Source: an optimization exercise on an open RTL-to-GDS flow (aim: small area). Production flows keep margins and buffers that such runs may drop. The RTL was checked by simulation tests, not by an equivalence proof against the original design. The clock port is modelled as an ideal driver; clocking choices that lean on that would not hold on a real chip. Power is estimated from default activity; no workload was simulated.

== run A ==
==> flow/design.v (excerpt) <==
module top_mac_st (clk, rst, accu_rst, a, w, config_aw, z);
Size: roughly 56 flip-flops, ~41 I/O pins, ~3300 um^2 of cells after synthesis.
==> flow/config.mk <==
export PLATFORM = sky130hd
export DESIGN_NAME = top_mac_st
export DESIGN_NICKNAME = top_mac_st
export VERILOG_FILES = /design/flow/design.v
export SDC_FILE = /design/flow/constraint.sdc
export NUM_CORES = 4
export LEC_CHECK = 0
export CAP_MARGIN = 0
export CORE_MARGIN = 2
export CORE_UTILIZATION = 40
export SLEW_MARGIN = 0
export SYNTH_HIERARCHICAL = 1
==> flow/constraint.sdc <==
create_clock -name core_clock -period 10.0 [get_ports {clk}]
set_input_delay 2.0000 -clock core_clock [delete_from_list [all_inputs] [get_ports {clk}]]
set_output_delay 2.0000 -clock core_clock [all_outputs]
set_load 0.01 [all_outputs]
standard.sh (not shown) runs the stock make flow with config.mk's settings and CLKGATE_MAP_FILE= SYNTH_SCRIPT=/design/flow/synth_recipe.tcl, a recipe that flattens the netlist after the stock synthesis.
==> flow/flow/run.sh <==
#!/bin/bash
# Own layout flow: the standard ORFS flow (standard.sh, unchanged synthesis) with
# layout-only changes:
#  - buffers that synthesis inserted are removed at floorplan (REMOVE_ABC_BUFFERS);
#  - port buffers are the smallest buffer (buf_1) instead of clkdlybuf4s50_1;
#  - the clock tree uses clkbuf_8 and no dummy loads;
#  - after global routing, cells off the critical paths are downsized (RECOVER_POWER).
set -euo pipefail
export REMOVE_ABC_BUFFERS=1
export BUFFER_PORTS_ARGS="-buffer_cell sky130_fd_sc_hd__buf_1"
export CTS_ARGS="-sink_clustering_enable -repair_clock_nets -buf_list sky130_fd_sc_hd__clkbuf_8 -root_buf sky130_fd_sc_hd__clkbuf_8 -dont_use_dummy_load"
export RECOVER_POWER=100
bash standard.sh > standard.log 2>&1
Run A: done, clean on timing, DRC and antenna
Setup changes, run A to run B
- CAP_MARGIN now 20, was 0
- SLEW_MARGIN now 20, was 0
Findings:
As far as sum of routed wire length over all layers goes, run A and run B are indistinguishable; the numbers are identical. Summary of run B over run A: sequential cell count neither gained nor lost much; number of buffers added on ports neither gained nor lost much; net load switching power neither gained nor lost much; initial antenna violation count neither gained nor lost much; least setup slack across all paths after layout neither gained nor lost much. From run B to run A, maximum clock frequency did not move at all.
Edits applied to the flow inputs when going from run B to run C:
- an added GPL_TIMING_DRIVEN of 0
[summary]
- Run C vs. run B: overall routing resource usage roughly the same, non-clock buffer count shows an increase of 6.
- Fraction of the cycle the final worst path needs for run C: 0.78 points up relative to run B
- Wire length of the first global-routing pass delta for run C relative to run B: 96 um lower
- Diff run B -> run C: routed wire length went up about 2.5%; flop-to-flop setup slack went down 0.08 ns; count of placed standard cells in the final layout, fillers left out went up 9; portion of the layout cell area used by non-clock buffers went up 1.0 points.
- Compared to run B, run C shows a narrower setup margin.

Starting RTL as in the previous note.
==> flow/config.mk <==
export PLATFORM = sky130hd
export DESIGN_NAME = top_mac_st
export DESIGN_NICKNAME = top_mac_st
export VERILOG_FILES = /design/flow/design.v
export SDC_FILE = /design/flow/constraint.sdc
export NUM_CORES = 4
export LEC_CHECK = 0
export CAP_MARGIN = 20
export CORE_MARGIN = 2
export CORE_UTILIZATION = 40
export SLEW_MARGIN = 20
export SYNTH_HIERARCHICAL = 1
==> flow/constraint.sdc <==
create_clock -name core_clock -period 10.0 [get_ports {clk}]
set_input_delay 2.0000 -clock core_clock [delete_from_list [all_inputs] [get_ports {clk}]]
set_output_delay 2.0000 -clock core_clock [all_outputs]
set_load 0.01 [all_outputs]
==> flow/flow/run.sh <==
#!/bin/bash
# Own layout flow: the standard ORFS flow (standard.sh, unchanged synthesis) with
# layout-only changes:
#  - buffers that synthesis inserted are removed at floorplan (REMOVE_ABC_BUFFERS);
#  - port buffers are the smallest buffer (buf_1) instead of clkdlybuf4s50_1;
#  - the clock tree is built by flow/pre_cts.tcl: a root buffer and three clkbuf_8 leaves;
#  - global placement does not keep the buffers its timing-driven passes insert;
#  - after global routing, cells off the critical paths are downsized (RECOVER_POWER).
set -euo pipefail
export REMOVE_ABC_BUFFERS=1
export BUFFER_PORTS_ARGS="-buffer_cell sky130_fd_sc_hd__buf_1"
export PRE_CTS_TCL="$PWD/flow/pre_cts.tcl"
export CTS_ARGS="-clk_nets clk -buf_list sky130_fd_sc_hd__clkbuf_8 -root_buf sky130_fd_sc_hd__clkbuf_8 -dont_use_dummy_load"
export RECOVER_POWER=100
export GPL_KEEP_OVERFLOW=0
bash standard.sh > standard.log 2>&1
==> flow/flow/pre_cts.tcl <==
set NLEAF 3
set block [ord::get_db_block]
set clknet [$block findNet clk]
set sinks {}
foreach it [$clknet getITerms] {
  set inst [$it getInst]
  set box [$inst getBBox]
  lappend sinks [list [expr { ([$box xMin] + [$box xMax]) / 2 }] [expr { ([$box yMin] + [$box yMax]) / 2 }] $it]
}
set n [llength $sinks]
puts "clock sinks: $n"
# split into groups: k-means on the sink positions, started from an x-sorted split
set sinks [lsort -integer -index 0 $sinks]
set cent {}
for {set g 0} {$g < $NLEAF} {incr g} {
  set lo [expr { $g * $n / $NLEAF }]
  set hi [expr { ($g + 1) * $n / $NLEAF - 1 }]
  set sx 0; set sy 0
  foreach s [lrange $sinks $lo $hi] { set sx [expr { $sx + [lindex $s 0] }]; set sy [expr { $sy + [lindex $s 1] }] }
  set m [expr { $hi - $lo + 1 }]
  lappend cent [list [expr { $sx / $m }] [expr { $sy / $m }]]
}
for {set iter 0} {$iter < 20} {incr iter} {
  set groups {}
  for {set g 0} {$g < $NLEAF} {incr g} { lappend groups {} }
  foreach s $sinks {
    set best 0; set bd -1
    for {set g 0} {$g < $NLEAF} {incr g} {
      set c [lindex $cent $g]
      set d [expr { abs([lindex $s 0] - [lindex $c 0]) + abs([lindex $s 1] - [lindex $c 1]) }]
      if { $bd < 0 || $d < $bd } { set bd $d; set best $g }
    }
    lset groups $best [concat [lindex $groups $best] [list $s]]
  }
  set cent {}
  foreach grp $groups {
    set sx 0; set sy 0
    foreach s $grp { set sx [expr { $sx + [lindex $s 0] }]; set sy [expr { $sy + [lindex $s 1] }] }
    set m [llength $grp]
    if { $m == 0 } { set m 1 }
    lappend cent [list [expr { $sx / $m }] [expr { $sy / $m }]]
  }
}
set leafm [$block getDataBase]
set db [ord::get_db]
set mleaf [$db findMaster sky130_fd_sc_hd__clkbuf_8]
set mroot [$db findMaster sky130_fd_sc_hd__clkbuf_2]
# root buffer at the centre of the leaf buffers
set rx 0; set ry 0
foreach c $cent { set rx [expr { $rx + [lindex $c 0] }]; set ry [expr { $ry + [lindex $c 1] }] }
set rx [expr { $rx / $NLEAF }]; set ry [expr { $ry / $NLEAF }]
set rootnet [odb::dbNet_create $block clknet_root]
$rootnet setSigType CLOCK
set root [odb::dbInst_create $block $mroot clkbuf_root]
$root setLocation [expr { int($rx) }] [expr { int($ry) }]
$root setPlacementStatus PLACED
[$root findITerm A] connect $clknet
[$root findITerm X] connect $rootnet
for {set g 0} {$g < $NLEAF} {incr g} {
  set c [lindex $cent $g]
  set net [odb::dbNet_create $block clknet_leaf_$g]
  $net setSigType CLOCK
  set buf [odb::dbInst_create $block $mleaf clkbuf_leaf_$g]
  $buf setLocation [expr { int([lindex $c 0]) }] [expr { int([lindex $c 1]) }]
  $buf setPlacementStatus PLACED
  [$buf findITerm A] connect $rootnet
  [$buf findITerm X] connect $net
  foreach s [lindex $groups $g] {
    set it [lindex $s 2]
    $it disconnect
    $it connect $net
  }
  puts "leaf $g: [llength [lindex $groups $g]] sinks at $c"
}
Next try:
--- a/flow/flow/run.sh
+++ b/flow/flow/run.sh
@@ -7 +6,0 @@
-#  - global placement does not keep the buffers its timing-driven passes insert;
@@ -15 +13,0 @@
-export GPL_KEEP_OVERFLOW=0
Settings changed: CORE_UTILIZATION 40 to 60.
The changed run finished with timing, DRC and antenna clean. First-iteration DRC count goes down by 21%. Final area goes down by 3.6%. Area after synthesis stays the same. Register-to-register slack got worse by 0.12 ns. Combinational power goes down by about 1%. Clock skew goes down by 0.016 ns.
Next try:
Settings changed: CORE_UTILIZATION 60 to 40.
=> The changed run passed the timing, design-rule and antenna checks; final cell count rose by a little under a tenth; setup slack improved by 0.13 ns; clock skew came out lower by 0.0062 ns; final area rises slightly; flip-flop and latch count is unchanged; sequential power is about the same; clock power climbs slightly; area after synthesis does not change; via count stays flat; combinational power climbs by a few percent.
Next try:
--- a/flow/flow/run.sh
+++ b/flow/flow/run.sh
@@ -6 +6 @@
-#  - the clock tree is built by flow/pre_cts.tcl: a root buffer and three clkbuf_8 leaves;
+#  - the clock tree is built by flow/pre_cts.tcl: three clkbuf_8 buffers driven by the clock port;
--- a/flow/flow/pre_cts.tcl
+++ b/flow/flow/pre_cts.tcl
@@ -0,0 +1,4 @@
+# Clock tree built here instead of by TritonCTS: the clock port drives NLEAF clkbuf_8 leaf
+# buffers; the flip-flops are split into NLEAF groups by position and each leaf buffer, placed
+# at the centre of its group, drives one group. Every register's clock goes through one
+# clkbuf_8.
@@ -47,12 +50,0 @@
-set mroot [$db findMaster sky130_fd_sc_hd__clkbuf_2]
-# root buffer at the centre of the leaf buffers
-set rx 0; set ry 0
-foreach c $cent { set rx [expr { $rx + [lindex $c 0] }]; set ry [expr { $ry + [lindex $c 1] }] }
-set rx [expr { $rx / $NLEAF }]; set ry [expr { $ry / $NLEAF }]
-set rootnet [odb::dbNet_create $block clknet_root]
-$rootnet setSigType CLOCK
-set root [odb::dbInst_create $block $mroot clkbuf_root]
-$root setLocation [expr { int($rx) }] [expr { int($ry) }]
-$root setPlacementStatus PLACED
-[$root findITerm A] connect $clknet
-[$root findITerm X] connect $rootnet
@@ -66 +58 @@
-  [$buf findITerm A] connect $rootnet
+  [$buf findITerm A] connect $clknet
Power rises by about 3.4%.
Clock skew is higher by 0.019 ns.
Via count climbs by about 0.7%.
Clock power climbs by about 30%.
Setup slack improved by 0.035 ns.
Area after synthesis stays the same.
Sequential cell count does not change.
Final area rises by about 1%.

-- re-timing with driven ports --
No port has a modelled driver above. Below, the same layouts with a new extraction and two added sets of constraints. Step 1, drivers: a clkbuf_16 drives clk and a buf_2 each remaining input, both assumed. Step 2 adds t to the input delays and takes it off the output delays; t is the mean of the earliest and latest rising clock arrival at the registers after step 1. Input paths then give back, and output paths get back, about the clock's delay inside the block. a / b / c = no drivers / after step 1 / after step 2; a / b = the first two.
| run | t, ns | slack for setup (ns) | worst setup path after step 2 | worst data-port slew with drivers (ns) |
|---|---|---|---|---|
| run A | 0.329 | 0.520 / 0.520 / 0.520 | register to register | 0.03 |
| run B | 0.329 | 0.520 / 0.520 / 0.520 | register to register | 0.03 |
| run C | 0.335 | 0.443 / 0.443 / 0.443 | register to register | 0.03 |
| the first run of note 2 | 0.425 | 0.514 / 0.514 / 0.514 | register to register | 0.03 |
| the second run of note 2 | 0.417 | 0.397 / 0.397 / 0.397 | register to register | 0.03 |
| the third run of note 2 | 0.432 | 0.524 / 0.524 / 0.524 | register to register | 0.03 |
| the fourth run of note 2 | 0.438 | 0.560 / 0.560 / 0.560 | register to register | 0.03 |
After both steps every run listed still meets setup and hold.
